Source: an optimization exercise on an open RTL-to-GDS flow (aim: small area). Production flows keep margins and buffers that such runs may drop. RTL that was checked went through simulation tests only; none was proved equivalent to the original. The RTL of runs 1 to 3 was laid out without a check of its function. No activity file was given, so power comes from the tool's default toggle rates.

==> flow/design.v <==
module calc_logic(
   input clk,
   input rst,
   input [4:0] keycode,
   input newkey,
   output [15:0] Xdisplay,
   output LED_NEG_digit,
   output LED_OVW
   );
   reg [17:0] X, Y;
   reg [1:0] OP;
   assign Xdisplay = X[15:0];
   assign LED_OVW = X[16];
   assign LED_NEG_digit = X[17];
   wire digit  = newkey & keycode[4];
   wire optr   = newkey & (keycode[4:2] == 3'b010);
   wire clra   = newkey & (keycode == 5'b00100);
   wire equals = newkey & (keycode == 5'b00011);
   wire sqr    = newkey & (keycode == 5'b00001);
   wire chs    = newkey & (keycode == 5'b00010);
   wire eq_add = equals & (OP == 2'b11);
   wire eq_sub = equals & (OP == 2'b10);
   wire eq_mul = equals & (OP == 2'b01);
   wire hold   = ~newkey | (keycode == 5'b00000) | (keycode == 5'b00101) |
                 (keycode == 5'b00110) | (keycode == 5'b00111) |
                 (keycode == 5'b01101) | (keycode == 5'b01110) |
                 (keycode == 5'b01111) | (equals & (OP == 2'b00));
   wire ysel   = eq_add | eq_sub;
   wire c_one  = hold | eq_add | eq_sub | chs;    
   wire c_neg  = eq_sub | chs;                    
   wire [8:0] neg, onen, twon, e_onen, e_twon;
   wire one2_topn;
   wire [3:0] C = ({4{ysel}} & Y[3:0]) | ({4{digit}} & keycode[3:0]);
   wire [17:0] B = ({18{sqr}} & X) | ({18{eq_mul}} & Y);
   wire [18:0] Bx = {B, 1'b0};
   genvar gj;
   generate for (gj = 0; gj < 9; gj = gj + 1) begin : g_enc
      wire d21;
      calc_xnor2 u_one (.a(Bx[2*gj+1]), .b(Bx[2*gj]), .y(e_onen[gj]));
      calc_xor2  u_d21 (.a(Bx[2*gj+2]), .b(Bx[2*gj+1]), .y(d21));
      calc_nand2 u_two (.a(e_onen[gj]), .b(d21), .y(e_twon[gj]));
   end endgenerate
   assign onen = e_onen & ~{6'b0, digit, 1'b0, c_one};
   assign twon = e_twon;
   assign neg = {B[17], B[15], B[13], B[11], B[9], B[7], B[5], B[3], B[1]} | {8'b0, c_neg};
   assign one2_topn = e_onen[2];
   wire [17:0] nX = ~X;
   wire [8:0] one = ~onen, two = ~twon;
   wire p1, sl2, cn3, p4, sl5, p6, sl7, p8, sl9, p10, sl11, p12, sl13, p14, sl15, p16, sl17, p18, sl19, p20, sl21, p22, sl23, p24, sl25, p26, sl27, p28, sl29, p30, sl31, p32, sl33, p34, sl35, p36, sl37, p38, sl39, cn40, m41, m42, p43, sl44, p45, p46, p47, p48, p49, p50, p51, p52, p53, p54, p55, p56, p57, p58, p59, sl60, cn61, p62, sl63, p64, sl65, p66, sl67, p68, sl69, p70, sl71, p72, sl73, p74, sl75, p76, sl77, p78, sl79, p80, sl81, p82, sl83, p84, sl85, p86, sl87, p88, sl89, cn90, p91, sl92, p93, sl94, p95, sl96, p97, sl98, p99, sl100, p101, sl102, p103, sl104, p105, sl106, p107, sl108, p109, sl110, p111, sl112, p113, sl114, cn115, p116, sl117, p118, sl119, p120, sl121, p122, sl123, p124, sl125, p126, sl127, p128, sl129, p130, sl131, p132, sl133, p134, sl135, cn136, p137, sl138, p139, sl140, p141, sl142, p143, sl144, p145, sl146, p147, sl148, p149, sl150, p151, sl152, cn153, p154, sl155, p156, sl157, p158, sl159, p160, sl161, p162, sl163, p164, sl165, cn166, p167, sl168, p169, sl170, p171, sl172, p173, sl174, cn175, p176, sl177, x178, s179, c180, s181, c182, s183, c184, s185, c186, s187, c188, s189, c190, s191, c192, s193, c194, s195, c196, s197, c198, s199, c200, s201, c202, x203, x204, x205, s206, c207, s208, c209, s210, c211, s212, c213, s214, c215, s216, c217, s218, c219, s220, c221, s222, c223, s224, c225, s226, c227, s228, c229, s230, c231, s232, c233, s234, c235, s236, c237, s238, c239, s240, c241, x242, x243, s244, c245, s246, c247, s248, c249, s250, c251, s252, c253, s254, c255, s256, c257, s258, c259, s260, c261, s262, c263, s264, c265, s266, c267, x268, s269, c270, s271, c272, s273, c274, s275, c276, s277, c278, s279, c280, s281, c282, s283, c284, s285, c286, s287, c288, s289, c290, s291, c292, s293, c294, s295, c296, s297, c298, s299, c300, x301, s302, c303, s304, c305, s306, c307, s308, c309, s310, c311, s312, c313, s314, c315, s316, c317, s318, c319, s320, c321, s322, c323, s324, c325, s326, c327, s328, c329, s330, c331, s332, c333, s334, c335, x336, g337, g338, q339, g340, q341, g342, q343, g344, q345, g346, g347, q348, g349, g350, g351, g352, g353, g354, g355, x356, x357, x358, x359, x360, x361, x362, x363, x364, x365;
   calc_nor2 u_bs0_0 (.a(onen[0]), .b(nX[0]), .y(sl2));
   assign cn3 = neg[0] & ~sl2;
   calc_o22ai u_bs1_0 (.a1(onen[0]), .a2(nX[1]), .b1(twon[0]), .b2(nX[0]), .y(sl5));
   assign p4 = sl5 ^ neg[0];
   calc_o22ai u_bs2_0 (.a1(onen[0]), .a2(nX[2]), .b1(twon[0]), .b2(nX[1]), .y(sl7));
   assign p6 = sl7 ^ neg[0];
   calc_o22ai u_bs3_0 (.a1(onen[0]), .a2(nX[3]), .b1(twon[0]), .b2(nX[2]), .y(sl9));
   assign p8 = sl9 ^ neg[0];
   calc_o22ai u_bs4_0 (.a1(onen[0]), .a2(nX[4]), .b1(twon[0]), .b2(nX[3]), .y(sl11));
   assign p10 = sl11 ^ neg[0];
   calc_o22ai u_bs5_0 (.a1(onen[0]), .a2(nX[5]), .b1(twon[0]), .b2(nX[4]), .y(sl13));
   assign p12 = sl13 ^ neg[0];
   calc_o22ai u_bs6_0 (.a1(onen[0]), .a2(nX[6]), .b1(twon[0]), .b2(nX[5]), .y(sl15));
   assign p14 = sl15 ^ neg[0];
   calc_o22ai u_bs7_0 (.a1(onen[0]), .a2(nX[7]), .b1(twon[0]), .b2(nX[6]), .y(sl17));
   assign p16 = sl17 ^ neg[0];
   calc_o22ai u_bs8_0 (.a1(onen[0]), .a2(nX[8]), .b1(twon[0]), .b2(nX[7]), .y(sl19));
   assign p18 = sl19 ^ neg[0];
   calc_o22ai u_bs9_0 (.a1(onen[0]), .a2(nX[9]), .b1(twon[0]), .b2(nX[8]), .y(sl21));
   assign p20 = sl21 ^ neg[0];
   calc_o22ai u_bs10_0 (.a1(onen[0]), .a2(nX[10]), .b1(twon[0]), .b2(nX[9]), .y(sl23));
   assign p22 = sl23 ^ neg[0];
   calc_o22ai u_bs11_0 (.a1(onen[0]), .a2(nX[11]), .b1(twon[0]), .b2(nX[10]), .y(sl25));
   assign p24 = sl25 ^ neg[0];
   calc_o22ai u_bs12_0 (.a1(onen[0]), .a2(nX[12]), .b1(twon[0]), .b2(nX[11]), .y(sl27));
   assign p26 = sl27 ^ neg[0];
   calc_o22ai u_bs13_0 (.a1(onen[0]), .a2(nX[13]), .b1(twon[0]), .b2(nX[12]), .y(sl29));
   assign p28 = sl29 ^ neg[0];
   calc_o22ai u_bs14_0 (.a1(onen[0]), .a2(nX[14]), .b1(twon[0]), .b2(nX[13]), .y(sl31));
   assign p30 = sl31 ^ neg[0];
   calc_o22ai u_bs15_0 (.a1(onen[0]), .a2(nX[15]), .b1(twon[0]), .b2(nX[14]), .y(sl33));
   assign p32 = sl33 ^ neg[0];
   calc_o22ai u_bs16_0 (.a1(onen[0]), .a2(nX[16]), .b1(twon[0]), .b2(nX[15]), .y(sl35));
   assign p34 = sl35 ^ neg[0];
   calc_o22ai u_bs17_0 (.a1(onen[0]), .a2(nX[17]), .b1(twon[0]), .b2(nX[16]), .y(sl37));
   assign p36 = sl37 ^ neg[0];
   calc_nor2 u_bs2_1 (.a(onen[1]), .b(nX[0]), .y(sl39));
   assign cn40 = neg[1] & ~sl39;
   assign m41 = sl39 | C[2];
   assign m42 = cn40 | C[3];
   calc_o22ai u_bs3_1 (.a1(onen[1]), .a2(nX[1]), .b1(twon[1]), .b2(nX[0]), .y(sl44));
   assign p43 = sl44 ^ neg[1];
   calc_bsel3 u_bs4_1 (.one(one[1]), .two(two[1]), .neg(neg[1]), .ys(ysel), .x1(X[2]), .x2(X[1]), .y(Y[4]), .p(p45));
   calc_bsel3 u_bs5_1 (.one(one[1]), .two(two[1]), .neg(neg[1]), .ys(ysel), .x1(X[3]), .x2(X[2]), .y(Y[5]), .p(p46));
   calc_bsel3 u_bs6_1 (.one(one[1]), .two(two[1]), .neg(neg[1]), .ys(ysel), .x1(X[4]), .x2(X[3]), .y(Y[6]), .p(p47));
   calc_bsel3 u_bs7_1 (.one(one[1]), .two(two[1]), .neg(neg[1]), .ys(ysel), .x1(X[5]), .x2(X[4]), .y(Y[7]), .p(p48));
   calc_bsel3 u_bs8_1 (.one(one[1]), .two(two[1]), .neg(neg[1]), .ys(ysel), .x1(X[6]), .x2(X[5]), .y(Y[8]), .p(p49));
   calc_bsel3 u_bs9_1 (.one(one[1]), .two(two[1]), .neg(neg[1]), .ys(ysel), .x1(X[7]), .x2(X[6]), .y(Y[9]), .p(p50));
   calc_bsel3 u_bs10_1 (.one(one[1]), .two(two[1]), .neg(neg[1]), .ys(ysel), .x1(X[8]), .x2(X[7]), .y(Y[10]), .p(p51));
   calc_bsel3 u_bs11_1 (.one(one[1]), .two(two[1]), .neg(neg[1]), .ys(ysel), .x1(X[9]), .x2(X[8]), .y(Y[11]), .p(p52));
   calc_bsel3 u_bs12_1 (.one(one[1]), .two(two[1]), .neg(neg[1]), .ys(ysel), .x1(X[10]), .x2(X[9]), .y(Y[12]), .p(p53));
   calc_bsel3 u_bs13_1 (.one(one[1]), .two(two[1]), .neg(neg[1]), .ys(ysel), .x1(X[11]), .x2(X[10]), .y(Y[13]), .p(p54));
   calc_bsel3 u_bs14_1 (.one(one[1]), .two(two[1]), .neg(neg[1]), .ys(ysel), .x1(X[12]), .x2(X[11]), .y(Y[14]), .p(p55));
   calc_bsel3 u_bs15_1 (.one(one[1]), .two(two[1]), .neg(neg[1]), .ys(ysel), .x1(X[13]), .x2(X[12]), .y(Y[15]), .p(p56));
   calc_bsel3 u_bs16_1 (.one(one[1]), .two(two[1]), .neg(neg[1]), .ys(ysel), .x1(X[14]), .x2(X[13]), .y(Y[16]), .p(p57));
   calc_bsel3 u_bs17_1 (.one(one[1]), .two(two[1]), .neg(neg[1]), .ys(ysel), .x1(X[15]), .x2(X[14]), .y(Y[17]), .p(p58));
   calc_nor2 u_bs4_2 (.a(onen[2]), .b(nX[0]), .y(sl60));
   assign cn61 = neg[2] & ~sl60;
   calc_o22ai u_bs5_2 (.a1(onen[2]), .a2(nX[1]), .b1(twon[2]), .b2(nX[0]), .y(sl63));
   assign p62 = sl63 ^ neg[2];
   calc_o22ai u_bs6_2 (.a1(onen[2]), .a2(nX[2]), .b1(twon[2]), .b2(nX[1]), .y(sl65));
   assign p64 = sl65 ^ neg[2];
   calc_o22ai u_bs7_2 (.a1(onen[2]), .a2(nX[3]), .b1(twon[2]), .b2(nX[2]), .y(sl67));
   assign p66 = sl67 ^ neg[2];
   calc_o22ai u_bs8_2 (.a1(onen[2]), .a2(nX[4]), .b1(twon[2]), .b2(nX[3]), .y(sl69));
   assign p68 = sl69 ^ neg[2];
   calc_o22ai u_bs9_2 (.a1(onen[2]), .a2(nX[5]), .b1(twon[2]), .b2(nX[4]), .y(sl71));
   assign p70 = sl71 ^ neg[2];
   calc_o22ai u_bs10_2 (.a1(onen[2]), .a2(nX[6]), .b1(twon[2]), .b2(nX[5]), .y(sl73));
   assign p72 = sl73 ^ neg[2];
   calc_o22ai u_bs11_2 (.a1(onen[2]), .a2(nX[7]), .b1(twon[2]), .b2(nX[6]), .y(sl75));
   assign p74 = sl75 ^ neg[2];
   calc_o22ai u_bs12_2 (.a1(onen[2]), .a2(nX[8]), .b1(twon[2]), .b2(nX[7]), .y(sl77));
   assign p76 = sl77 ^ neg[2];
   calc_o22ai u_bs13_2 (.a1(onen[2]), .a2(nX[9]), .b1(twon[2]), .b2(nX[8]), .y(sl79));
   assign p78 = sl79 ^ neg[2];
   calc_o22ai u_bs14_2 (.a1(onen[2]), .a2(nX[10]), .b1(twon[2]), .b2(nX[9]), .y(sl81));
   assign p80 = sl81 ^ neg[2];
   calc_o22ai u_bs15_2 (.a1(onen[2]), .a2(nX[11]), .b1(twon[2]), .b2(nX[10]), .y(sl83));
   assign p82 = sl83 ^ neg[2];
   calc_o22ai u_bs16_2 (.a1(onen[2]), .a2(nX[12]), .b1(twon[2]), .b2(nX[11]), .y(sl85));
   assign p84 = sl85 ^ neg[2];
   calc_o22ai u_bs17_2 (.a1(one2_topn), .a2(nX[13]), .b1(twon[2]), .b2(nX[12]), .y(sl87));
   assign p86 = sl87 ^ neg[2];
   calc_nor2 u_bs6_3 (.a(onen[3]), .b(nX[0]), .y(sl89));
   assign cn90 = neg[3] & ~sl89;
   calc_o22ai u_bs7_3 (.a1(onen[3]), .a2(nX[1]), .b1(twon[3]), .b2(nX[0]), .y(sl92));
   assign p91 = sl92 ^ neg[3];
   calc_o22ai u_bs8_3 (.a1(onen[3]), .a2(nX[2]), .b1(twon[3]), .b2(nX[1]), .y(sl94));
   assign p93 = sl94 ^ neg[3];
   calc_o22ai u_bs9_3 (.a1(onen[3]), .a2(nX[3]), .b1(twon[3]), .b2(nX[2]), .y(sl96));
   assign p95 = sl96 ^ neg[3];
   calc_o22ai u_bs10_3 (.a1(onen[3]), .a2(nX[4]), .b1(twon[3]), .b2(nX[3]), .y(sl98));
   assign p97 = sl98 ^ neg[3];
   calc_o22ai u_bs11_3 (.a1(onen[3]), .a2(nX[5]), .b1(twon[3]), .b2(nX[4]), .y(sl100));
   assign p99 = sl100 ^ neg[3];
   calc_o22ai u_bs12_3 (.a1(onen[3]), .a2(nX[6]), .b1(twon[3]), .b2(nX[5]), .y(sl102));
   assign p101 = sl102 ^ neg[3];
   calc_o22ai u_bs13_3 (.a1(onen[3]), .a2(nX[7]), .b1(twon[3]), .b2(nX[6]), .y(sl104));
   assign p103 = sl104 ^ neg[3];
   calc_o22ai u_bs14_3 (.a1(onen[3]), .a2(nX[8]), .b1(twon[3]), .b2(nX[7]), .y(sl106));
   assign p105 = sl106 ^ neg[3];
   calc_o22ai u_bs15_3 (.a1(onen[3]), .a2(nX[9]), .b1(twon[3]), .b2(nX[8]), .y(sl108));
   assign p107 = sl108 ^ neg[3];
   calc_o22ai u_bs16_3 (.a1(onen[3]), .a2(nX[10]), .b1(twon[3]), .b2(nX[9]), .y(sl110));
   assign p109 = sl110 ^ neg[3];
   calc_o22ai u_bs17_3 (.a1(onen[3]), .a2(nX[11]), .b1(twon[3]), .b2(nX[10]), .y(sl112));
   assign p111 = sl112 ^ neg[3];
   calc_nor2 u_bs8_4 (.a(onen[4]), .b(nX[0]), .y(sl114));
   assign cn115 = neg[4] & ~sl114;
   calc_o22ai u_bs9_4 (.a1(onen[4]), .a2(nX[1]), .b1(twon[4]), .b2(nX[0]), .y(sl117));
   assign p116 = sl117 ^ neg[4];
   calc_o22ai u_bs10_4 (.a1(onen[4]), .a2(nX[2]), .b1(twon[4]), .b2(nX[1]), .y(sl119));
   assign p118 = sl119 ^ neg[4];
   calc_o22ai u_bs11_4 (.a1(onen[4]), .a2(nX[3]), .b1(twon[4]), .b2(nX[2]), .y(sl121));
   assign p120 = sl121 ^ neg[4];
   calc_o22ai u_bs12_4 (.a1(onen[4]), .a2(nX[4]), .b1(twon[4]), .b2(nX[3]), .y(sl123));
   assign p122 = sl123 ^ neg[4];
   calc_o22ai u_bs13_4 (.a1(onen[4]), .a2(nX[5]), .b1(twon[4]), .b2(nX[4]), .y(sl125));
   assign p124 = sl125 ^ neg[4];
   calc_o22ai u_bs14_4 (.a1(onen[4]), .a2(nX[6]), .b1(twon[4]), .b2(nX[5]), .y(sl127));
   assign p126 = sl127 ^ neg[4];
   calc_o22ai u_bs15_4 (.a1(onen[4]), .a2(nX[7]), .b1(twon[4]), .b2(nX[6]), .y(sl129));
   assign p128 = sl129 ^ neg[4];
   calc_o22ai u_bs16_4 (.a1(onen[4]), .a2(nX[8]), .b1(twon[4]), .b2(nX[7]), .y(sl131));
   assign p130 = sl131 ^ neg[4];
   calc_o22ai u_bs17_4 (.a1(onen[4]), .a2(nX[9]), .b1(twon[4]), .b2(nX[8]), .y(sl133));
   assign p132 = sl133 ^ neg[4];
   calc_nor2 u_bs10_5 (.a(onen[5]), .b(nX[0]), .y(sl135));
   assign cn136 = neg[5] & ~sl135;
   calc_o22ai u_bs11_5 (.a1(onen[5]), .a2(nX[1]), .b1(twon[5]), .b2(nX[0]), .y(sl138));
   assign p137 = sl138 ^ neg[5];
   calc_o22ai u_bs12_5 (.a1(onen[5]), .a2(nX[2]), .b1(twon[5]), .b2(nX[1]), .y(sl140));
   assign p139 = sl140 ^ neg[5];
   calc_o22ai u_bs13_5 (.a1(onen[5]), .a2(nX[3]), .b1(twon[5]), .b2(nX[2]), .y(sl142));
   assign p141 = sl142 ^ neg[5];
   calc_o22ai u_bs14_5 (.a1(onen[5]), .a2(nX[4]), .b1(twon[5]), .b2(nX[3]), .y(sl144));
   assign p143 = sl144 ^ neg[5];
   calc_o22ai u_bs15_5 (.a1(onen[5]), .a2(nX[5]), .b1(twon[5]), .b2(nX[4]), .y(sl146));
   assign p145 = sl146 ^ neg[5];
   calc_o22ai u_bs16_5 (.a1(onen[5]), .a2(nX[6]), .b1(twon[5]), .b2(nX[5]), .y(sl148));
   assign p147 = sl148 ^ neg[5];
   calc_o22ai u_bs17_5 (.a1(onen[5]), .a2(nX[7]), .b1(twon[5]), .b2(nX[6]), .y(sl150));
   assign p149 = sl150 ^ neg[5];
   calc_nor2 u_bs12_6 (.a(onen[6]), .b(nX[0]), .y(sl152));
   assign cn153 = neg[6] & ~sl152;
   calc_o22ai u_bs13_6 (.a1(onen[6]), .a2(nX[1]), .b1(twon[6]), .b2(nX[0]), .y(sl155));
   assign p154 = sl155 ^ neg[6];
   calc_o22ai u_bs14_6 (.a1(onen[6]), .a2(nX[2]), .b1(twon[6]), .b2(nX[1]), .y(sl157));
   assign p156 = sl157 ^ neg[6];
   calc_o22ai u_bs15_6 (.a1(onen[6]), .a2(nX[3]), .b1(twon[6]), .b2(nX[2]), .y(sl159));
   assign p158 = sl159 ^ neg[6];
   calc_o22ai u_bs16_6 (.a1(onen[6]), .a2(nX[4]), .b1(twon[6]), .b2(nX[3]), .y(sl161));
   assign p160 = sl161 ^ neg[6];
   calc_o22ai u_bs17_6 (.a1(onen[6]), .a2(nX[5]), .b1(twon[6]), .b2(nX[4]), .y(sl163));
   assign p162 = sl163 ^ neg[6];
   calc_nor2 u_bs14_7 (.a(onen[7]), .b(nX[0]), .y(sl165));
   assign cn166 = neg[7] & ~sl165;
   calc_o22ai u_bs15_7 (.a1(onen[7]), .a2(nX[1]), .b1(twon[7]), .b2(nX[0]), .y(sl168));
   assign p167 = sl168 ^ neg[7];
   calc_o22ai u_bs16_7 (.a1(onen[7]), .a2(nX[2]), .b1(twon[7]), .b2(nX[1]), .y(sl170));
   assign p169 = sl170 ^ neg[7];
   calc_o22ai u_bs17_7 (.a1(onen[7]), .a2(nX[3]), .b1(twon[7]), .b2(nX[2]), .y(sl172));
   assign p171 = sl172 ^ neg[7];
   calc_nor2 u_bs16_8 (.a(onen[8]), .b(nX[0]), .y(sl174));
   assign cn175 = neg[8] & ~sl174;
   calc_o22ai u_bs17_8 (.a1(onen[8]), .a2(nX[1]), .b1(twon[8]), .b2(nX[0]), .y(sl177));
   assign p176 = sl177 ^ neg[8];
   assign x178 = p36 ^ p58;
   calc_ha u_ha1 (.a(p24), .b(p52), .s(s179), .co(c180));
   calc_fa u_fa2 (.a(p26), .b(p53), .c(p76), .s(s181), .co(c182));
   calc_fa u_fa3 (.a(p28), .b(p54), .c(p78), .s(s183), .co(c184));
   calc_ha u_ha4 (.a(p103), .b(p124), .s(s185), .co(c186));
   calc_fa u_fa5 (.a(p30), .b(p55), .c(p80), .s(s187), .co(c188));
   calc_fa u_fa6 (.a(p105), .b(p126), .c(p143), .s(s189), .co(c190));
   calc_fa u_fa7 (.a(p32), .b(p56), .c(p82), .s(s191), .co(c192));
   calc_fa u_fa8 (.a(p107), .b(p128), .c(p145), .s(s193), .co(c194));
   calc_ha u_ha9 (.a(p158), .b(cn166), .s(s195), .co(c196));
   calc_fa u_fa10 (.a(p34), .b(p57), .c(p84), .s(s197), .co(c198));
   calc_fa u_fa11 (.a(p109), .b(p130), .c(p147), .s(s199), .co(c200));
   calc_fa u_fa12 (.a(p160), .b(p169), .c(sl174), .s(s201), .co(c202));
   assign x203 = p86 ^ p111 ^ p132;
   assign x204 = p149 ^ p162 ^ p171;
   assign x205 = cn175 ^ p176 ^ x178;
   calc_ha u_ha13 (.a(p16), .b(p48), .s(s206), .co(c207));
   calc_fa u_fa14 (.a(p18), .b(p49), .c(p68), .s(s208), .co(c209));
   calc_fa u_fa15 (.a(p20), .b(p50), .c(p70), .s(s210), .co(c211));
   calc_ha u_ha16 (.a(p95), .b(cn115), .s(s212), .co(c213));
   calc_fa u_fa17 (.a(p22), .b(p51), .c(p72), .s(s214), .co(c215));
   calc_fa u_fa18 (.a(p97), .b(p118), .c(sl135), .s(s216), .co(c217));
   calc_fa u_fa19 (.a(p74), .b(p99), .c(p120), .s(s218), .co(c219));
   calc_fa u_fa20 (.a(cn136), .b(p137), .c(s179), .s(s220), .co(c221));
   calc_fa u_fa21 (.a(p101), .b(p122), .c(p139), .s(s222), .co(c223));
   calc_fa u_fa22 (.a(sl152), .b(c180), .c(s181), .s(s224), .co(c225));
   calc_fa u_fa23 (.a(p141), .b(cn153), .c(p154), .s(s226), .co(c227));
   calc_fa u_fa24 (.a(s185), .b(c182), .c(s183), .s(s228), .co(c229));
   calc_fa u_fa25 (.a(p156), .b(sl165), .c(c186), .s(s230), .co(c231));
   calc_fa u_fa26 (.a(c184), .b(s187), .c(s189), .s(s232), .co(c233));
   calc_fa u_fa27 (.a(p167), .b(s195), .c(c188), .s(s234), .co(c235));
   calc_fa u_fa28 (.a(c190), .b(s191), .c(s193), .s(s236), .co(c237));
   calc_fa u_fa29 (.a(c196), .b(c192), .c(c194), .s(s238), .co(c239));
   calc_fa u_fa30 (.a(s197), .b(s199), .c(s201), .s(s240), .co(c241));
   assign x242 = c198 ^ c200 ^ c202;
   assign x243 = x203 ^ x204 ^ x205;
   calc_ha u_ha31 (.a(p12), .b(p46), .s(s244), .co(c245));
   calc_fa u_fa32 (.a(p14), .b(p47), .c(p64), .s(s246), .co(c247));
   calc_fa u_fa33 (.a(p66), .b(cn90), .c(p91), .s(s248), .co(c249));
   calc_fa u_fa34 (.a(p93), .b(sl114), .c(c207), .s(s250), .co(c251));
   calc_fa u_fa35 (.a(p116), .b(s212), .c(c209), .s(s252), .co(c253));
   calc_fa u_fa36 (.a(c213), .b(c211), .c(s214), .s(s254), .co(c255));
   calc_fa u_fa37 (.a(c215), .b(c217), .c(s218), .s(s256), .co(c257));
   calc_fa u_fa38 (.a(c219), .b(s222), .c(c221), .s(s258), .co(c259));
   calc_fa u_fa39 (.a(c223), .b(s226), .c(c225), .s(s260), .co(c261));
   calc_fa u_fa40 (.a(c227), .b(s230), .c(c229), .s(s262), .co(c263));
   calc_fa u_fa41 (.a(c231), .b(s234), .c(c233), .s(s264), .co(c265));
   calc_fa u_fa42 (.a(c235), .b(s238), .c(c237), .s(s266), .co(c267));
   assign x268 = c239 ^ x242 ^ c241;
   calc_ha u_ha43 (.a(C[1]), .b(cn3), .s(s269), .co(c270));
   calc_ha u_ha44 (.a(p6), .b(m41), .s(s271), .co(c272));
   calc_fa u_fa45 (.a(p8), .b(m42), .c(p43), .s(s273), .co(c274));
   calc_fa u_fa46 (.a(p10), .b(p45), .c(sl60), .s(s275), .co(c276));
   calc_fa u_fa47 (.a(cn61), .b(p62), .c(s244), .s(s277), .co(c278));
   calc_fa u_fa48 (.a(sl89), .b(c245), .c(s246), .s(s279), .co(c280));
   calc_fa u_fa49 (.a(s206), .b(c247), .c(s248), .s(s281), .co(c282));
   calc_fa u_fa50 (.a(c249), .b(s208), .c(s250), .s(s283), .co(c284));
   calc_fa u_fa51 (.a(s210), .b(c251), .c(s252), .s(s285), .co(c286));
   calc_fa u_fa52 (.a(s216), .b(c253), .c(s254), .s(s287), .co(c288));
   calc_fa u_fa53 (.a(s220), .b(c255), .c(s256), .s(s289), .co(c290));
   calc_fa u_fa54 (.a(c257), .b(s224), .c(s258), .s(s291), .co(c292));
   calc_fa u_fa55 (.a(s228), .b(c259), .c(s260), .s(s293), .co(c294));
   calc_fa u_fa56 (.a(s232), .b(c261), .c(s262), .s(s295), .co(c296));
   calc_fa u_fa57 (.a(s236), .b(c263), .c(s264), .s(s297), .co(c298));
   calc_fa u_fa58 (.a(s240), .b(c265), .c(s266), .s(s299), .co(c300));
   assign x301 = x243 ^ c267 ^ x268;
   calc_ha u_ha59 (.a(C[0]), .b(sl2), .s(s302), .co(c303));
   calc_fa u_fa60 (.a(p4), .b(s269), .c(c303), .s(s304), .co(c305));
   calc_fa u_fa61 (.a(c270), .b(s271), .c(c305), .s(s306), .co(c307));
   calc_fa u_fa62 (.a(c272), .b(s273), .c(c307), .s(s308), .co(c309));
   calc_fa u_fa63 (.a(c274), .b(s275), .c(c309), .s(s310), .co(c311));
   calc_fa u_fa64 (.a(c276), .b(s277), .c(c311), .s(s312), .co(c313));
   calc_fa u_fa65 (.a(c278), .b(s279), .c(c313), .s(s314), .co(c315));
   calc_fa u_fa66 (.a(c280), .b(s281), .c(c315), .s(s316), .co(c317));
   calc_ha u_ha67 (.a(c282), .b(s283), .s(s318), .co(c319));
   calc_ha u_ha68 (.a(c284), .b(s285), .s(s320), .co(c321));
   calc_ha u_ha69 (.a(c286), .b(s287), .s(s322), .co(c323));
   calc_ha u_ha70 (.a(c288), .b(s289), .s(s324), .co(c325));
   calc_ha u_ha71 (.a(c290), .b(s291), .s(s326), .co(c327));
   calc_ha u_ha72 (.a(c292), .b(s293), .s(s328), .co(c329));
   calc_ha u_ha73 (.a(c294), .b(s295), .s(s330), .co(c331));
   calc_ha u_ha74 (.a(c296), .b(s297), .s(s332), .co(c333));
   calc_ha u_ha75 (.a(c298), .b(s299), .s(s334), .co(c335));
   assign x336 = c300 ^ x301;
   assign g337 = c319 | (s318 & c317);
   assign g338 = c323 | (s322 & c321);
   assign q339 = s322 & s320;
   assign g340 = c327 | (s326 & c325);
   assign q341 = s326 & s324;
   assign g342 = c331 | (s330 & c329);
   assign q343 = s330 & s328;
   assign g344 = c335 | (s334 & c333);
   assign q345 = s334 & s332;
   assign g346 = g338 | (q339 & g337);
   assign g347 = g342 | (q343 & g340);
   assign q348 = q343 & q341;
   assign g349 = g347 | (q348 & g346);
   assign g350 = g340 | (q341 & g346);
   assign g351 = g344 | (q345 & g349);
   assign g352 = c321 | (s320 & g337);
   assign g353 = c325 | (s324 & g346);
   assign g354 = c329 | (s328 & g350);
   assign g355 = c333 | (s332 & g349);
   assign x356 = s318 ^ c317;
   assign x357 = s320 ^ g337;
   assign x358 = s322 ^ g352;
   assign x359 = s324 ^ g346;
   assign x360 = s326 ^ g353;
   assign x361 = s328 ^ g350;
   assign x362 = s330 ^ g354;
   assign x363 = s332 ^ g349;
   assign x364 = s334 ^ g355;
   assign x365 = x336 ^ g351;
   wire [17:0] nextX = {x365, x364, x363, x362, x361, x360, x359, x358, x357, x356, s316, s314, s312, s310, s308, s306, s304, s302};
   always @(posedge clk or posedge rst)
      if (rst) begin
         X <= 18'b0;
         OP <= 2'b0;
      end else begin
         X <= nextX;
         if (optr | clra) OP <= clra ? 2'b00 : keycode[1:0];
      end
   always @(posedge clk)
      if (optr) Y <= X;
endmodule
module calc_benc(input [17:0] b, output [8:0] one, output [8:0] two, output [8:0] neg);
   wire [18:0] bb = {b, 1'b0};
   genvar j;
   generate for (j = 0; j < 9; j = j + 1) begin : g_enc
      assign one[j] = bb[2*j+1] ^ bb[2*j];
      assign two[j] = (bb[2*j+2] & ~bb[2*j+1] & ~bb[2*j]) | (~bb[2*j+2] & bb[2*j+1] & bb[2*j]);
      assign neg[j] = bb[2*j+2];
   end endgenerate
endmodule
module calc_fa(input a, input b, input c, output s, output co);
   assign s = a ^ b ^ c;
   assign co = (a & b) | (a & c) | (b & c);
endmodule
module calc_ha(input a, input b, output s, output co);
   assign s = a ^ b;
   assign co = a & b;
endmodule
module calc_bsel(input one, input two, input neg, input x1, input x2, output p);
   assign p = ((one & x1) | (two & x2)) ^ neg;
endmodule
module calc_xnor2(input a, input b, output y);
   assign y = ~(a ^ b);
endmodule
module calc_xor2(input a, input b, output y);
   assign y = a ^ b;
endmodule
module calc_nand2(input a, input b, output y);
   assign y = ~(a & b);
endmodule
module calc_nor2(input a, input b, output y);
   assign y = ~(a | b);
endmodule
module calc_o22ai(input a1, input a2, input b1, input b2, output y);
   assign y = ~((a1 | a2) & (b1 | b2));
endmodule
module calc_ao22n(input a1, input b1, input a2, input b2, output y);
   assign y = ~((a1 & b1) | (a2 & b2));
endmodule
module calc_bsel3(input one, input two, input neg, input ys, input x1, input x2, input y, output p);
   assign p = ((one & x1) | (two & x2) | (ys & y)) ^ neg;
endmodule
==> flow/flow/run.sh <==
#!/bin/bash
# Standard ORFS layout (the standard.sh, standard synthesis unchanged) with three
# layout-only tweaks: plain buf_1 port buffers, no CTS dummy loads, and a power/area
# recovery pass (downsizing of gates off the critical path) after global routing.
set -euo pipefail
bash standard.sh \
  "BUFFER_PORTS_ARGS=-buffer_cell sky130_fd_sc_hd__buf_1" \
  "CTS_ARGS=-sink_clustering_enable -repair_clock_nets -buf_list sky130_fd_sc_hd__clkbuf_8 -dont_use_dummy_load" \
  "RECOVER_POWER=100" \
  finish > flow_make.log 2>&1
==> flow/standard.sh <==
#!/bin/bash
# synth_recipe.tcl (not shown) runs the flow's synth.tcl, then flattens the netlist and writes it again
# the make line also repeats each setting of config.mk as NAME=value (left out here)
make -C /OpenROAD-flow-scripts/flow DESIGN_CONFIG=/design/flow/config.mk WORK_HOME=/design/flow/orfs CLKGATE_MAP_FILE= SYNTH_SCRIPT=/design/flow/synth_recipe.tcl "${@:-finish}"
==> flow/config.mk <==
export PLATFORM = sky130hd
export DESIGN_NAME = calc_logic
export DESIGN_NICKNAME = calc_logic
export VERILOG_FILES = /design/flow/design.v
export SDC_FILE = /design/flow/constraint.sdc
export NUM_CORES = 4
export LEC_CHECK = 0
export CAP_MARGIN = 20
export CORE_MARGIN = 2
export CORE_UTILIZATION = 40
export SLEW_MARGIN = 20
export SYNTH_HIERARCHICAL = 1
export SYNTH_MINIMUM_KEEP_SIZE = 0
==> flow/constraint.sdc <==
create_clock -name core_clock -period 8.0 [get_ports {clk}]
set_input_delay 1.6000 -clock core_clock [delete_from_list [all_inputs] [get_ports {clk}]]
set_output_delay 1.6000 -clock core_clock [all_outputs]
set_load 0.01 [all_outputs]
==> results of run 1 <==
-- state kept, by name, indices dropped and copies added (netlist names) --
| name | cells |
|---|---|
| OP | 2 |
| X | 18 |
| Y | 18 |
-- logic make-up after synthesis --
kind of cell               count (synthesis)
xor gates and xnor gates                 117
adders and majority gates                 80
other                                      1
and+or+nand+nor                           82
DFF                                       38
buffers and inverters                     42
AOI/OAI and AO/OA                        125
-- routing by layer --
layer	global-route usage [%]	up-vias
li1	-	1825
met1	31.30	2033
met2	37.15	178
met3	5.439	16
met4	4.762	0
met5	0	-
-- cells in the mapped netlist, types with 2 or more instances --
| cell type | instances |
|---|---|
| ha_1 | 23 |
| dfrtp_1 | 20 |
| xnor2_1 | 87 |
| nand2b_1 | 7 |
| nor2b_1 | 7 |
| a21oi_1 | 5 |
| o21ai_0 | 9 |
| xor2_1 | 28 |
| a32o_1 | 2 |
| a22o_1 | 9 |
| xnor3_1 | 2 |
| a222oi_1 | 14 |
| fa_1 | 57 |
| nand2_1 | 21 |
| o22ai_1 | 68 |
| nor2_1 | 32 |
| a31oi_1 | 6 |
| inv_1 | 30 |
| buf_2 | 7 |
| and2_1 | 2 |
| clkbuf_1 | 2 |
| a21o_1 | 4 |
| buf_4 | 2 |
| edfxtp_1 | 18 |
-- path summary, 6_finish.rpt --
check | depth (start not counted) | slack [ps] | endpoint
worst max-delay path | 28 | 370 | X[16]
max in group asynchronous | 2 | 6000 | X[9]
worst min-delay path | 0 | 520 | Y[17]
min in group asynchronous | 2 | 1440 | X[1]
worst max register to register | 25 | 1520 | X[16]
worst min register to register | 0 | 520 | Y[17]
-- per-module statistics from Yosys, one instance, submodules excluded --
module / times used / cells / flip-flops and latches / area, sq um
calc_fa: 57 / 1 / 0 / 20.02
calc_nor2: 9 / 1 / 0 / 3.754
calc_bsel3: 14 / 2 / 0 / 18.77
calc_xnor2: 9 / 1 / 0 / 8.758
calc_o22ai: 67 / 1 / 0 / 6.256
calc_nand2: 9 / 1 / 0 / 3.754
calc_ha: 18 / 1 / 0 / 12.51
calc_logic: 1 / 279 / 38 / 2714
calc_xor2: 9 / 1 / 0 / 8.758
-- cell type report --
type	instances	area, sq um	share of cell area [%]
Clock buffer	5	68.82	1.256
Sequential cell	38	1041	19.00
Tap cell	168	210.2	3.837
Timing Repair Buffer	47	255.2	4.660
Multi-Input combinational cell	405	3790	69.19
Inverter	30	112.6	2.056
-- metrics by stage --
step	utilization [%]	hold WS (ps)	area, sq um	std cells
final	45.23	523.0	5478	693
after global routing	45.23	535.8	5478	693
after CTS	45.28	522.0	5484	693
after detailed placement	44.71	505.6	5415	688
after global placement	44.71	493.6	5415	688
after floorplan	-	525.5	5005	485
-- where the power goes --
group | internal, uW | switching (uW)
clock | 56.3 | 66.6
combinational | 362 | 503
sequential | 277 | 101
total | 695 | 671
==> key figures, run 1 <==
Yosys
  • Post-synthesis simple-gate area fraction: 8.354%
  • Synth unique cells: between 40 and 50
  • Largest family of logic cells by synthesized area: adder cells
  • XOR/XNOR Fraction of Synth Area: 21.10%
  • Mean Syn Cell Area: 10.28 sq um
  • Share of flip-flops with an asynchronous set or reset: between 50% and 60%
  • Dominant synthesized flop cell: dfrtp_1
  • Synth Area in Adders: 28.65%
  • Syn nets: between 500 and 600
  • Number of enable flip-flop cells after synthesis: 18
  • Post-synthesis mux area share: 0%
  • Ranking of synthesized cells by area: fa_1 23%, xnor2_1 15%, edfxtp_1 11%
  • Seq cells post-synth: 38
  • Post-synthesis sequential area ratio: between 20% and 30%
  • Complex-gate fraction of the synthesized area: 17.46%
  • Syn. warnings: 7
  • Leading area contributor after synthesis: fa_1
  • Synth Cell Area: roughly 5000 sq um
  • Post-Synthesis Cells: between 400 and 500
  • Yosys top cell area share: between 20% and 30%

Run
  • Max-cap violations: 1

Setup path
  • Worst-path maximum fanout: 12
  • Critical Path Sink Type: register
  • Worst Path Required: ~8200 ps
  • Crit path kind: in2reg
  • CP arrival: 7840 ps
  • CP Launch Type: primary input
  • Most used cell, CP: fa_1
  • Worst r2r src: OP[0]
  • Cell family with most CP delay: adder cells
  • Slowest cell on the critical path: fa_1
  • Worst setup path startpoint: keycode[2]
  • CP max stage delay: approximately 400 ps
  • Worst path bufs/invs: 2

Placed design
  • RePlAce Congestion: ~0.95
  • Pre-CTS setup slack: 88.74 ps
  • Hpwl dp: 10700 um
  • Port Buffers: 25

CTS
  • CTS Sinks: 38
  • CTS tree: done
  • Root Driver: clkbuf_8
  • Worst-skew pair later-pin latency: 300 ps
  • H-tree depth: 2
  • CTS Hold Bufs: 0
  • Setup Fix Bufs, Post-CTS: 0
  • CTS Buf Count: 5
  • Clk slew on worst S/H paths: 70 ps
  • Post_cts resized: 0
  • CTS max path bufs: 2

STA
  • Final hold vios: 0
  • Max-slew violations: 21
  • Crit share post-route: approximately 95%
  • RSZ-0062 raised after global routing: no
  • Worst slew pin tran: approximately 1800 ps
  • Final setup fails: 0
  • Final setup margin: around 370 ps
  • Rel. slew slack: -21.56%
  • Worst Skew: ~12 ps
  • Final Critical Period: around 7600 ps
  • F_max: 131.0 MHz
  • Setup tns final: 0 ps

Drt
  • Uppermost layer routed: met4
  • Post-route ant nets: 0
  • Vias per cell: about 6
  • Via count: just over 4000
  • M1 WL: 6091 um
  • Drt pass-1 iters: 8
  • 1st-iter DRT viols: 437
  • Post-Route WL: roughly 14000 um
  • Met3 wire length: between 1000 and 1500 um
  • Avg WL per Cell: ~20 um
  • WL met2: 6739 um
  • Residual DRC: 0

Floorplanning
  • Die area: between 10000 and 15000 sq um
  • Die height: between 100 and 150 um
  • Core ar.: roughly 12000 sq um
  • Rows: 40
  • Die width: ~120 um
  • Initial cell density of the core: between 40% and 50%
  • Top Ports: 26

Status
  • Fail Reasons: capacitance limit, slew limit
  • Status: finished with violations

Hold path
  • Worst hold path class: reg2reg
  • HP Start: X[17]

Finish
  • Area Growth Syn to Fin: 9.834%
  • Layout net count: 615
  • Commonest non-fill, non-tap cell in the layout: xnor2_1
  • Share of cells above drive strength 1: 6.286%
  • Commonest non-fill, non-tap cells in the layout: 87 x xnor2_1, 68 x o22ai_1, 57 x fa_1
  • Diode count: 0
  • Final-layout fill cell count: approximately 1200

Power
  • Overall Power: between 1000 and 1500 uW
  • Worst vdd ir: about 190 uV
  • PwrDens: 249.3 nW/um^2
  • Leakage: 0.002428 uW

Global route
  • Antenna violations before repair: 0
  • GRT Resource Usage Total: a little under a quarter
  • First-pass GRT wire length: approximately 23000 um
  • Vias in the first global route: between 4000 and 5000
  • GRT overflow: 0
  • Largest net degree at the start of global routing: 26
==> run 2, diff against run 1 <==
==> flow/flow/run.sh (replaced) <==
#!/bin/bash
# Standard ORFS layout (the standard.sh, standard synthesis unchanged) with two
# layout-only tweaks: plain buf_1 port buffers and no CTS dummy loads.
set -euo pipefail
bash standard.sh \
  "BUFFER_PORTS_ARGS=-buffer_cell sky130_fd_sc_hd__buf_1" \
  "CTS_ARGS=-sink_clustering_enable -repair_clock_nets -buf_list sky130_fd_sc_hd__clkbuf_8 -dont_use_dummy_load" \
  finish > flow_make.log 2>&1
==> run 2 against run 1 <==
Now clean on timing, DRC and antenna. Combinational power is essentially flat. Power barely moved. Final cell count did not move. Setup slack got worse by 1.5 ps. Via count is 0.42% higher. Sequential power hardly changed. Critical endpoint unchanged. Largest power group unchanged. Highest routed layer unchanged.
==> key figures, run 2 <==
Yosys
  • Ranking of synthesized cells by area: fa_1 23%, xnor2_1 15%, edfxtp_1 11%
  • Mean Syn Cell Area: between 10 and 15 sq um
  • Post-Synthesis Cells: 485
  • Dominant synthesized flop cell: dfrtp_1
  • Number of enable flip-flop cells after synthesis: 18
  • Top cells by count, synth: 87 x xnor2_1, 68 x o22ai_1, 57 x fa_1, 32 x nor2_1, 30 x inv_1
  • Post-synthesis sequential area ratio: 20.87%
  • Synth unique cells: 47
  • Leading area contributor after synthesis: fa_1
  • Share of flip-flops with an asynchronous set or reset: a little over half
  • Syn nets: approximately 570
  • Syn. warnings: 7
  • Most common cell in the netlist: xnor2_1
  • Yosys top cell area share: around 23%
  • Seq cells post-synth: 38
  • Synth Cell Area: about 5000 sq um

Finish
  • Commonest non-fill, non-tap cells in the layout: 87 x xnor2_1, 68 x o22ai_1, 57 x fa_1
  • Share of cells above drive strength 1: between 6 and 7%
  • Top Registers: X (18), Y (18), OP (2)
  • Commonest non-fill, non-tap cell in the layout: xnor2_1
  • Layout net count: 615
  • Area Growth Syn to Fin: 10.06%
  • Diode count: 0
  • Finished Cell Area: roughly 5500 sq um

Drt
  • Avg WL per Cell: between 20 and 25 um
  • Post-route ant nets: 0
  • Residual DRC: 0
  • Post-Route WL: roughly 14000 um
  • Drt pass-1 iters: 7
  • Via count: 4069
  • 1st-iter DRT viols: approximately 440
  • Vias per cell: 5.872

Global route
  • First-pass GRT wire length: approximately 23000 um
  • Largest net degree at the start of global routing: 26
  • Antenna violations before repair: 0
  • GRT Resource Usage Total: 22.82%
  • GRT overflow: 0
  • Vias in the first global route: ~4300

STA
  • Final setup fails: 0
  • Final Hold Slack: 520.8 ps
  • RSZ-0062 raised after global routing: no
  • Crit share post-route: between 90 and 100%
  • Setup tns final: 0 ps
  • Rel. slew slack: a little over two fifths
  • F_max: about 130 MHz
  • Final setup margin: between 300 and 400 ps
  • Final hold vios: 0
  • Worst slew pin tran: around 870 ps
  • Final Critical Period: roughly 7600 ps
  • Worst Skew: ~12 ps
  • Max-slew violations: 0

CTS
  • Root Driver: clkbuf_8
  • CTS Buf Count: 5
  • CTS Hold Bufs: 0
  • CTS Sinks: 38
  • Clk slew on worst S/H paths: roughly 70 ps
  • CTS tree: done
  • H-tree depth: 2
  • Setup Fix Bufs, Post-CTS: 0
  • Post_cts resized: 0
  • CTS max path bufs: 2
  • Worst-skew pair later-pin latency: 300 ps

Setup path
  • Worst-path maximum fanout: 12
  • Worst Setup EP: X[16]
  • Slowest cell on the critical path: fa_1
  • Crit path kind: in2reg
  • CP arrival: around 7800 ps
  • Worst r2r path cells: 25
  • Critical Path Sink Type: register
  • CP max stage delay: a little over 400 ps
  • Most used cell, CP: fa_1
  • CP Launch Type: primary input
  • Worst r2r src: OP[0]
  • Cell family with most CP delay: adder cells
  • Worst setup path startpoint: keycode[2]
  • Worst path bufs/invs: 2
  • Reg2reg end: X[16]
  • R2r setup slk: 1540 ps
  • WP depth: 28
  • Worst Path Required: roughly 8200 ps

Power
  • Leakage: 0.002431 uW
  • PwrDens: roughly 250 nW/um^2
  • Worst vdd ir: 190.5 uV

Run
  • Max-cap violations: 0

Placed design
  • Pre-CTS setup slack: a little under 90 ps
  • Hpwl dp: around 11000 um
  • RePlAce Congestion: 0.9453
  • Port Buffers: 25
  • Cell Area, Placed: between 5000 and 6000 sq um

Hold path
  • Worst hold path class: reg2reg

Floorplanning
  • Rows: 40
  • Core ar.: between 10000 and 15000 sq um
  • Initial cell density of the core: roughly two fifths
  • Top Ports: 26
  • Die height: about 120 um
  • Die area: between 10000 and 15000 sq um
  • Die width: roughly 120 um

Status
  • Status: complete, no violations
-- run 2: worst min path at each step --
stage	startpoint	endpoint	slack (ps)	depth (start not counted)
after floorplan	X[17]	Y[17]	530	0
after global placement	X[17]	Y[17]	490	0
after detailed placement	X[17]	Y[17]	510	0
after CTS	X[17]	Y[17]	520	0
after global routing	X[17]	Y[17]	540	0
final	X[17]	Y[17]	520	0
-- run 2: cells by family (layout without fill, tap and decap cells) --
group	Yosys count	in the layout	synth area share, %
buf+inv	42	82	3.487
flops	38	38	20.87
other cells	1	1	0.07519
compound gates	125	125	17.46
fa+ha+maj	80	80	28.65
xor+xnor	117	117	21.10
simple gates	82	82	8.354
-- run 2: per-stage QoR --
stage                     total power [uW]  utilization [%]  instances
after floorplan                      962.9                -        485
after global placement                1236            44.71        688
after CTS                             1375            45.28        693
after global routing                  1491            45.32        693
final                                 1366            45.32        693
after detailed placement              1235            44.71        688
-- run 2: power by group --
| part | internal [uW] | switching, uW |
|---|---|---|
| sequential | 277 | 101 |
| clock | 56.3 | 66.8 |
| combinational | 362 | 503 |
| total | 695 | 671 |
-- run 2: per-module statistics from Yosys (local to each module, per instance) --
module      cell area [sq um]  cells  copies in the design
calc_o22ai              6.256      1                    67
calc_nand2              3.754      1                     9
calc_xnor2              8.758      1                     9
calc_ha                 12.51      1                    18
calc_fa                 20.02      1                    57
calc_logic               2714    279                     1
calc_xor2               8.758      1                     9
calc_bsel3              18.77      2                    14
calc_nor2               3.754      1                     9
-- run 2: layout make-up --
type | count | area, sq um
tap | 168 | 210.2
multi-input combinational | 405 | 3797
sequential | 38 | 1041
clock buffer | 5 | 68.82
inverter | 30 | 112.6
fill | 1212 | 6623
timing repair buffer | 47 | 259.0
-- run 2: layer usage --
metal  track usage [%]  wire, um
met1             31.30      6092
met2             37.15      6771
met3             5.439      1197
met4             4.762       156
met5                 0         0
==> run 3, diff against run 2 <==
--- a/flow/config.mk
+++ b/flow/config.mk
@@ -8,6 +8,7 @@
 export CAP_MARGIN = 20
 export CORE_MARGIN = 2
 export CORE_UTILIZATION = 40
+export GPL_TIMING_DRIVEN = 0
 export SLEW_MARGIN = 20
 export SYNTH_HIERARCHICAL = 1
 export SYNTH_MINIMUM_KEEP_SIZE = 0
==> run 3 against run 2 <==
Still clean. Core utilization increased by 0.18 points. Worst hold slack got worse by 8.0 ps. Count of clock-buffer cells in the layout unchanged.
==> key figures, run 3 <==
Floorplanning
  • Die width: 115.7 um
  • Core ar.: 12110 sq um
  • Rows: 40
  • Initial cell density of the core: between 40% and 50%
  • Die height: 115.7 um
  • Die area: roughly 13000 sq um
  • Top Ports: 26

Yosys
  • Yosys top cell area share: approximately 23%
  • Number of enable flip-flop cells after synthesis: 18
  • Dominant synthesized flop cell: dfrtp_1
  • Synth Cell Area: approximately 5000 sq um
  • Ranking of synthesized cells by area: fa_1 23%, xnor2_1 15%, edfxtp_1 11%
  • Most common cell in the netlist: xnor2_1
  • Syn. warnings: 7
  • Top cells by count, synth: 87 x xnor2_1, 68 x o22ai_1, 57 x fa_1, 32 x nor2_1, 30 x inv_1
  • Post-synthesis sequential area ratio: around a fifth
  • Leading area contributor after synthesis: fa_1
  • Mean Syn Cell Area: 10.28 sq um
  • Share of flip-flops with an asynchronous set or reset: between 50 and 60%
  • Syn nets: approximately 570
  • Seq cells post-synth: 38
  • Synth unique cells: 47
  • Post-Synthesis Cells: between 400 and 500

STA
  • Final Critical Period: just under 8000 ps
  • Crit share post-route: between 90% and 100%
  • Final Hold Slack: a little over 500 ps
  • Worst slew pin tran: 999.5 ps
  • F_max: 129.2 MHz
  • Final setup fails: 0
  • Rel. slew slack: 32.89%
  • Final hold vios: 0
  • Max-slew violations: 0
  • Worst Skew: just over 10 ps

Placed design
  • Port Buffers: 23
  • Cell Area, Placed: between 5000 and 6000 sq um
  • Inst Count DP: between 600 and 700
  • Hpwl dp: around 10000 um
  • RePlAce Congestion: 0.9059

Power
  • Worst vdd ir: 183.8 uV
  • PwrDens: approximately 250 nW/um^2
  • Leakage: 0.002423 uW
  • Overall Power: between 1000 and 1500 uW

Drt
  • Post-Route WL: 14250 um
  • 1st-iter DRT viols: ~470
  • Residual DRC: 0
  • Via count: 4146
  • Drt pass-1 iters: 8
  • Avg WL per Cell: roughly 21 um
  • Vias per cell: 6.017
  • Post-route ant nets: 0

Global route
  • GRT Resource Usage Total: between 20% and 30%
  • GRT overflow: 0
  • First-pass GRT wire length: 23180 um
  • Largest net degree at the start of global routing: 21
  • Antenna violations before repair: 0
  • Vias in the first global route: about 4200

Finish
  • Commonest non-fill, non-tap cells in the layout: 85 x xnor2_1, 68 x o22ai_1, 57 x fa_1
  • Top Registers: X (18), Y (18), OP (2)
  • Area Growth Syn to Fin: 10.49%
  • Commonest non-fill, non-tap cell in the layout: xnor2_1
  • Layout net count: approximately 600
  • Final-layout fill cell count: between 1000 and 1500
  • Diode count: 0
  • Post-Layout Cell Count: 689
  • Finished Cell Area: roughly 5500 sq um
  • Share of cells above drive strength 1: between 8 and 9%

CTS
  • Worst-skew pair later-pin latency: approximately 300 ps
  • H-tree depth: 2
  • CTS tree: done
  • CTS max path bufs: 2
  • Root Driver: clkbuf_8
  • CTS Sinks: 38
  • Clk slew on worst S/H paths: 80 ps
  • CTS Hold Bufs: 0
  • CTS Buf Count: 5

Setup path
  • CP Launch Type: primary input
  • CP arrival: around 7900 ps
  • Crit path kind: in2reg
  • Critical Path Sink Type: register
  • Worst Path Required: roughly 8200 ps
  • Worst-path maximum fanout: 10

Run
  • Max-cap violations: 0

Hold path
  • Worst hold path class: reg2reg

Status
  • Status: complete, no violations
## run 3: kinds of logic (layout without fill, tap and decap cells)
logic type               count (synthesis)  after routing  share of synthesized area (%)
XOR/XNOR                               117            117                          21.10
AND/OR/NAND/NOR                         82             82                          8.354
AO/OA/AOI/OAI                          125            125                          17.46
buffers and inverters                   42             78                          3.487
flip-flops                              38             38                          20.87
other                                    1              1                        0.07519
adder cells (fa/ha/maj)                 80             80                          28.65
## run 3: repair_timing
item / in CTS / in global routing
resized for setup: 8 / 12
endpoints found under the hold margin: 0 / 0
pin swaps: 1 / 2
endpoints found under the setup margin: 8 / 5
buffers inserted: 3 / 4
cloned: 0 / 0
## run 3: path summary, 6_finish.rpt
| check | cells after the start | to | from | slack, ps |
|---|---|---|---|---|
| min in group asynchronous | 2 | X[1] | rst | 1460 |
| hold reg to reg | 0 | Y[0] | X[0] | 510 |
| setup reg to reg | 26 | X[16] | OP[1] | 1400 |
| max in group asynchronous | 2 | X[9] | rst | 5960 |
| setup / recovery | 28 | X[16] | keycode[1] | 260 |
| hold / removal | 0 | Y[0] | X[0] | 510 |
## run 3: layer usage
| metal | share of wire, % | wire length (um) | up-vias | track usage [%] |
|---|---|---|---|---|
| met3 | 8.1 | 1157 | 20 | 3.766 |
| met2 | 46 | 6508 | 221 | 35.63 |
| met1 | 45 | 6418 | 2078 | 33.31 |
| met4 | 1.2 | 167 | 0 | 5.000 |
| li1 | - | - | 1827 | - |
| met5 | 0 | 0 | - | 0 |
## run 3: per-module statistics from Yosys (local to each module, per instance)
| module | cells inside | flops+latches |
|---|---|---|
| calc_logic | 279 | 38 |
| calc_fa | 1 | 0 |
| calc_bsel3 | 2 | 0 |
| calc_ha | 1 | 0 |
| calc_xnor2 | 1 | 0 |
| calc_xor2 | 1 | 0 |
| calc_o22ai | 1 | 0 |
| calc_nand2 | 1 | 0 |
| calc_nor2 | 1 | 0 |
## run 3: layout make-up
class | count | area, sq um | area share (%)
inverters | 30 | 120.1 | 2.180
multi-input cells | 405 | 3837 | 69.64
flip-flops and latches | 38 | 1041 | 18.89
well taps | 168 | 210.2 | 3.815
plain buffers | 11 | 67.56 | 1.226
clock buffers | 5 | 68.82 | 1.249
repair buffers | 32 | 165.2 | 2.997
## run 3: worst max-delay path, stage by stage
cell and delay (ps):
buf_2 200, buf_6 170, buf_4 190, nor2_4 60
a22o_1 230, xnor2_2 190, nand2_1 130, a221oi_4 290
nor2_1 100, nor2b_1 140, ha_1 250, fa_1 410
fa_1 390, fa_1 400, fa_1 390, fa_1 390
fa_1 380, fa_1 380, ha_1 200, or2_2 310
nand3_1 90, nand2_1 90, nand4_1 140, nand2_1 70
a21o_1 180, ha_1 170, nor2_1 120, xnor2_1 220
## run 3: stage by stage
step / utilization (%) / setup WS (ps) / setup TNS, ps
2_1_floorplan: - / 83.69 / 0
3_3_place_gp: 43.77 / -1072 / -6306
3_5_place_dp: 43.98 / -1088 / -6387
4_1_cts: 44.94 / 10.82 / 0
5_1_grt: 45.50 / -23.76 / -34.94
6_report: 45.50 / 261.1 / 0
## run 3: power breakdown
part,switching (uW),internal (uW)
Clock,71.4,56.4
Combinational,521,365
Sequential,97.6,277
Total,690,698
==> run 4, diff against run 3 <==
--- a/flow/design.v
+++ b/flow/design.v
@@ -28,24 +28,19 @@
    wire ysel   = eq_add | eq_sub;
    wire c_one  = hold | eq_add | eq_sub | chs;    
    wire c_neg  = eq_sub | chs;                    
-   wire [8:0] neg, onen, twon, e_onen, e_twon;
-   wire one2_topn;
+   wire [8:0] one, two, neg;
+   wire one2_top;
    wire [3:0] C = ({4{ysel}} & Y[3:0]) | ({4{digit}} & keycode[3:0]);
    wire [17:0] B = ({18{sqr}} & X) | ({18{eq_mul}} & Y);
-   wire [18:0] Bx = {B, 1'b0};
-   genvar gj;
-   generate for (gj = 0; gj < 9; gj = gj + 1) begin : g_enc
-      wire d21;
-      calc_xnor2 u_one (.a(Bx[2*gj+1]), .b(Bx[2*gj]), .y(e_onen[gj]));
-      calc_xor2  u_d21 (.a(Bx[2*gj+2]), .b(Bx[2*gj+1]), .y(d21));
-      calc_nand2 u_two (.a(e_onen[gj]), .b(d21), .y(e_twon[gj]));
-   end endgenerate
-   assign onen = e_onen & ~{6'b0, digit, 1'b0, c_one};
-   assign twon = e_twon;
-   assign neg = {B[17], B[15], B[13], B[11], B[9], B[7], B[5], B[3], B[1]} | {8'b0, c_neg};
-   assign one2_topn = e_onen[2];
+   wire [8:0] e_one, e_two, e_neg;
+   calc_benc u_enc (.b(B), .one(e_one), .two(e_two), .neg(e_neg));
+   assign one = e_one | {6'b0, digit, 1'b0, c_one};
+   assign two = e_two;
+   assign neg = e_neg | {8'b0, c_neg};
+   assign one2_top = e_one[2];
    wire [17:0] nX = ~X;
-   wire [8:0] one = ~onen, two = ~twon;
+   wire [8:0] onen = ~one, twon = ~two;
+   wire one2_topn = ~one2_top;
    wire p1, sl2, cn3, p4, sl5, p6, sl7, p8, sl9, p10, sl11, p12, sl13, p14, sl15, p16, sl17, p18, sl19, p20, sl21, p22, sl23, p24, sl25, p26, sl27, p28, sl29, p30, sl31, p32, sl33, p34, sl35, p36, sl37, p38, sl39, cn40, m41, m42, p43, sl44, p45, p46, p47, p48, p49, p50, p51, p52, p53, p54, p55, p56, p57, p58, p59, sl60, cn61, p62, sl63, p64, sl65, p66, sl67, p68, sl69, p70, sl71, p72, sl73, p74, sl75, p76, sl77, p78, sl79, p80, sl81, p82, sl83, p84, sl85, p86, sl87, p88, sl89, cn90, p91, sl92, p93, sl94, p95, sl96, p97, sl98, p99, sl100, p101, sl102, p103, sl104, p105, sl106, p107, sl108, p109, sl110, p111, sl112, p113, sl114, cn115, p116, sl117, p118, sl119, p120, sl121, p122, sl123, p124, sl125, p126, sl127, p128, sl129, p130, sl131, p132, sl133, p134, sl135, cn136, p137, sl138, p139, sl140, p141, sl142, p143, sl144, p145, sl146, p147, sl148, p149, sl150, p151, sl152, cn153, p154, sl155, p156, sl157, p158, sl159, p160, sl161, p162, sl163, p164, sl165, cn166, p167, sl168, p169, sl170, p171, sl172, p173, sl174, cn175, p176, sl177, x178, s179, c180, s181, c182, s183, c184, s185, c186, s187, c188, s189, c190, s191, c192, s193, c194, s195, c196, s197, c198, s199, c200, s201, c202, x203, x204, x205, s206, c207, s208, c209, s210, c211, s212, c213, s214, c215, s216, c217, s218, c219, s220, c221, s222, c223, s224, c225, s226, c227, s228, c229, s230, c231, s232, c233, s234, c235, s236, c237, s238, c239, s240, c241, x242, x243, s244, c245, s246, c247, s248, c249, s250, c251, s252, c253, s254, c255, s256, c257, s258, c259, s260, c261, s262, c263, s264, c265, s266, c267, x268, s269, c270, s271, c272, s273, c274, s275, c276, s277, c278, s279, c280, s281, c282, s283, c284, s285, c286, s287, c288, s289, c290, s291, c292, s293, c294, s295, c296, s297, c298, s299, c300, x301, s302, c303, s304, c305, s306, c307, s308, c309, s310, c311, s312, c313, s314, c315, s316, c317, s318, c319, s320, c321, s322, c323, s324, c325, s326, c327, s328, c329, s330, c331, s332, c333, s334, c335, x336, g337, g338, q339, g340, q341, g342, q343, g344, q345, g346, g347, q348, g349, g350, g351, g352, g353, g354, g355, x356, x357, x358, x359, x360, x361, x362, x363, x364, x365;
    calc_nor2 u_bs0_0 (.a(onen[0]), .b(nX[0]), .y(sl2));
    assign cn3 = neg[0] & ~sl2;
@@ -360,15 +355,6 @@
 module calc_bsel(input one, input two, input neg, input x1, input x2, output p);
    assign p = ((one & x1) | (two & x2)) ^ neg;
 endmodule
-module calc_xnor2(input a, input b, output y);
-   assign y = ~(a ^ b);
-endmodule
-module calc_xor2(input a, input b, output y);
-   assign y = a ^ b;
-endmodule
-module calc_nand2(input a, input b, output y);
-   assign y = ~(a & b);
-endmodule
 module calc_nor2(input a, input b, output y);
    assign y = ~(a | b);
 endmodule
--- a/flow/config.mk
+++ b/flow/config.mk
@@ -7,8 +7,7 @@
 export LEC_CHECK = 0
 export CAP_MARGIN = 20
 export CORE_MARGIN = 2
-export CORE_UTILIZATION = 40
-export GPL_TIMING_DRIVEN = 0
+export CORE_UTILIZATION = 30
 export SLEW_MARGIN = 20
 export SYNTH_HIERARCHICAL = 1
 export SYNTH_MINIMUM_KEEP_SIZE = 0
==> run 4 against run 3 <==
Still clean. Setup slack improved by 160 ps. Critical path depth decreased by 2. Power fell by 30%. Wire length fell by 5.4%. Final cell count up 5.1%. Die area is 33% higher. Register-to-register slack improved by 290 ps. Count of clock-buffer cells in the layout unchanged. Via count shrank 5.5%. Combinational power shrank 43%. Sequential share of layout area up 0.28 points. Global-route usage decreased by 6.9 points. Critical endpoint unchanged. Highest routed layer unchanged.
==> key figures, run 4 <==
Status
  • Status: complete, no violations

Placed design
  • Hpwl dp: approximately 10000 um
  • Inst Count DP: 719
  • Pre-CTS setup slack: roughly 110 ps
  • RePlAce Congestion: 0.8511
  • Port Buffers: 25

Global route
  • Antenna violations before repair: 0
  • GRT Resource Usage Total: between 15 and 20%
  • Vias in the first global route: around 4000
  • First-pass GRT wire length: 22180 um
  • GRT overflow: 0
  • Largest net degree at the start of global routing: 21

Yosys
  • Most common cell in the netlist: o22ai_1
  • Synth Cell Area: between 5000 and 6000 sq um
  • Ranking of synthesized cells by area: fa_1 23%, edfxtp_1 11%, dfrtp_1 10%
  • Syn nets: around 570
  • Number of enable flip-flop cells after synthesis: 18
  • Yosys top cell area share: around 23%
  • Top cells by count, synth: 69 x o22ai_1, 57 x fa_1, 54 x xnor2_1, 53 x xor2_1, 38 x inv_1
  • Share of flip-flops with an asynchronous set or reset: 52.63%
  • Seq cells post-synth: 38
  • Post-Synthesis Cells: 480
  • Mean Syn Cell Area: around 10 sq um
  • Post-synthesis sequential area ratio: between 20% and 30%
  • Synth unique cells: 40
  • Syn. warnings: 7
  • Leading area contributor after synthesis: fa_1
  • Dominant synthesized flop cell: dfrtp_1

STA
  • Worst slew pin tran: a little over 1000 ps
  • Final setup margin: roughly 420 ps
  • Crit share post-route: approximately 95%
  • Setup tns final: 0 ps
  • Rel. slew slack: a little under a third
  • Worst Skew: roughly 21 ps
  • Final setup fails: 0
  • RSZ-0062 raised after global routing: no
  • Max-slew violations: 0
  • F_max: about 130 MHz
  • Final Critical Period: 7582 ps
  • Final hold vios: 0

Drt
  • Post-Route WL: 13480 um
  • Via count: slightly below 4000
  • Residual DRC: 0
  • 1st-iter DRT viols: 510
  • Avg WL per Cell: about 19 um
  • Drt pass-1 iters: 5
  • Post-route ant nets: 0
  • Vias per cell: 5.413

CTS
  • H-tree depth: 2
  • CTS Buf Count: 5
  • Clk slew on worst S/H paths: ~70 ps
  • Setup Fix Bufs, Post-CTS: 0
  • CTS Sinks: 38
  • Worst-skew pair later-pin latency: just over 300 ps
  • CTS tree: done
  • Root Driver: clkbuf_8
  • CTS max path bufs: 2

Setup path
  • Slowest cell on the critical path: fa_1
  • Worst r2r path cells: 26
  • Reg2reg end: X[16]
  • CP max stage delay: 470 ps
  • R2r setup slk: roughly 1700 ps
  • Worst Path Required: just over 8000 ps
  • Worst-path maximum fanout: 17
  • Crit path kind: in2reg
  • Worst path bufs/invs: 2
  • CP Launch Type: primary input
  • Critical Path Sink Type: register
  • CP arrival: 7820 ps
  • Most used cell, CP: fa_1
  • Worst r2r src: OP[1]
  • Cell family with most CP delay: adder cells

Hold path
  • Hold EP: Y[0]
  • HP Start: X[0]
  • Hold Crit Depth: 0
  • Worst hold path class: reg2reg

Floorplanning
  • Die width: around 130 um
  • Core ar.: 16470 sq um
  • Die height: roughly 130 um
  • Rows: 47
  • Die area: ~18000 sq um
  • Initial cell density of the core: 30.41%
  • Top Ports: 26

Run
  • Max-cap violations: 0

Finish
  • Diode count: 0
  • Share of cells above drive strength 1: under 10%
  • Layout net count: a little under 600
  • Top Registers: X (18), Y (18), OP (2)
  • Area Growth Syn to Fin: 8.446%
  • Commonest non-fill, non-tap cell in the layout: o22ai_1
  • Commonest non-fill, non-tap cells in the layout: 69 x o22ai_1, 57 x fa_1, 54 x xnor2_1
  • Post-Layout Cell Count: 724

Power
  • Leakage: 0.002509 uW
  • Worst vdd ir: 99.93 uV
  • PwrDens: around 180 nW/um^2
  • Overall Power: 969.1 uW
## run 4: cell count changes in the layout (fill, tap and decap cells not counted), moves of 5 or more
cell	before	now
nand3b_1	1	7
buf_4	11	16
buf_1	20	25
nand2_1	20	4
xor2_1	28	53
a31oi_1	6	1
o21ai_1	1	7
xnor2_1	85	54
inv_1	28	38
a22o_1	9	19
buf_2	6	0
## run 4: how the worst max path moves through the flow
stage | from | to | slack, ps | depth (start not counted)
2_1_floorplan | keycode[4] | X[16] | 60 | 27
3_3_place_gp | keycode[2] | X[16] | 200 | 26
3_5_place_dp | newkey | X[16] | 110 | 27
4_1_cts | keycode[3] | X[16] | 400 | 26
5_1_grt | newkey | X[16] | 20 | 25
6_report | keycode[3] | X[16] | 420 | 26
## run 4: cell type report
| cell class | count | area, sq um |
|---|---|---|
| Multi-Input combinational cell | 382 | 3689 |
| Clock buffer | 5 | 68.82 |
| Timing Repair Buffer | 41 | 214.0 |
| Fill cell | 1687 | 11040 |
| Tap cell | 220 | 275.3 |
| Inverter | 38 | 142.6 |
| Sequential cell | 38 | 1041 |
## run 4: kinds of logic (layout without fill, tap and decap cells)
group,Yosys count,count (layout),synth area share (%)
compound gates,129,129,18.07
fa+ha+maj,80,80,28.54
flops,38,38,20.79
simple gates,64,64,7.322
buf+inv,60,84,5.922
xor+xnor,109,109,19.37
## run 4: what timing repair did
item / in CTS / in global routing
hold buffers: 0 / 0
gates resized for setup: 0 / 1
endpoints found under the setup margin: 0 / 1
## run 4: report_power, final
group          switching (uW)  total (uW)  internal, uW
Sequential               81.5         343           261
Combinational             313         507           195
Clock                    63.3         119          56.0
Total                     457         969           512
## run 4: worst reg2reg max path: stages (launching register included)
cell and delay [ps]:
dfrtp_1 370, inv_1 90, nand2_1 80, a31oi_1 170
o21a_1 160, nor2_1 60, nor4b_2 300, buf_4 270
o22ai_1 120, xnor2_1 200, fa_1 470, fa_1 400
fa_1 400, fa_1 390, fa_1 400, fa_1 410
fa_1 380, ha_1 210, o21a_1 180, o21ai_0 140
nand2b_1 130, a31o_2 300, nor2_1 90, o21ai_0 80
ha_1 190, nor2_1 130, xnor2_1 120
## run 4: stage by stage
stage	hold WS, ps	area [sq um]	utilization (%)
finish	517.0	5430	32.98
global route	538.7	5430	32.98
CTS	534.1	5421	32.93
detailed placement	515.2	5353	32.51
global placement	528.5	5353	32.51
floorplan	494.9	5014	-
## run 4: Yosys stat by module, one instance, submodules excluded
module	cell area, sq um	times used	cells	flops+latches
calc_logic	2626	1	258	38
calc_o22ai	6.256	67	1	0
calc_benc	299.0	1	43	0
calc_nor2	3.754	9	1	0
calc_ha	12.51	18	1	0
calc_bsel3	18.77	14	2	0
calc_fa	20.02	57	1	0
## run 4: routing by layer
metal / vias to the layer above / share of wire [%] / global-route usage (%)
met5: - / 0 / 0
met4: 0 / 2.4 / 5.969
met3: 22 / 6.6 / 2.511
met2: 156 / 47 / 24.70
met1: 1982 / 44 / 22.29
li1: 1759 / - / -

## what the ideal ports hide
In the flow no input, the clock included, has a driving cell. The finished layouts below were timed again as built, in two steps.
Step 1: set_driving_cell puts a clkbuf_16 on clk and a buf_2 on each other input, an assumption about the parent block.
Step 2, shift: input delay + t, output delay - t, t = (earliest + latest rising clock arrival at the registers) / 2. This alone moves slack from input paths to output paths.
Slacks: ideal / step 1 / step 2; pairs: ideal / step 1.
run | t, ns | setup slack, ns
run 1 | 0.331 | 0.368 / 0.376 / 0.046
run 2 | 0.331 | 0.367 / 0.374 / 0.043
run 3 | 0.331 | 0.261 / 0.270 / -0.061
run 4 | 0.336 | 0.418 / 0.430 / 0.094
With both steps, setup timing fails in run 3, where it was met with ideal ports.
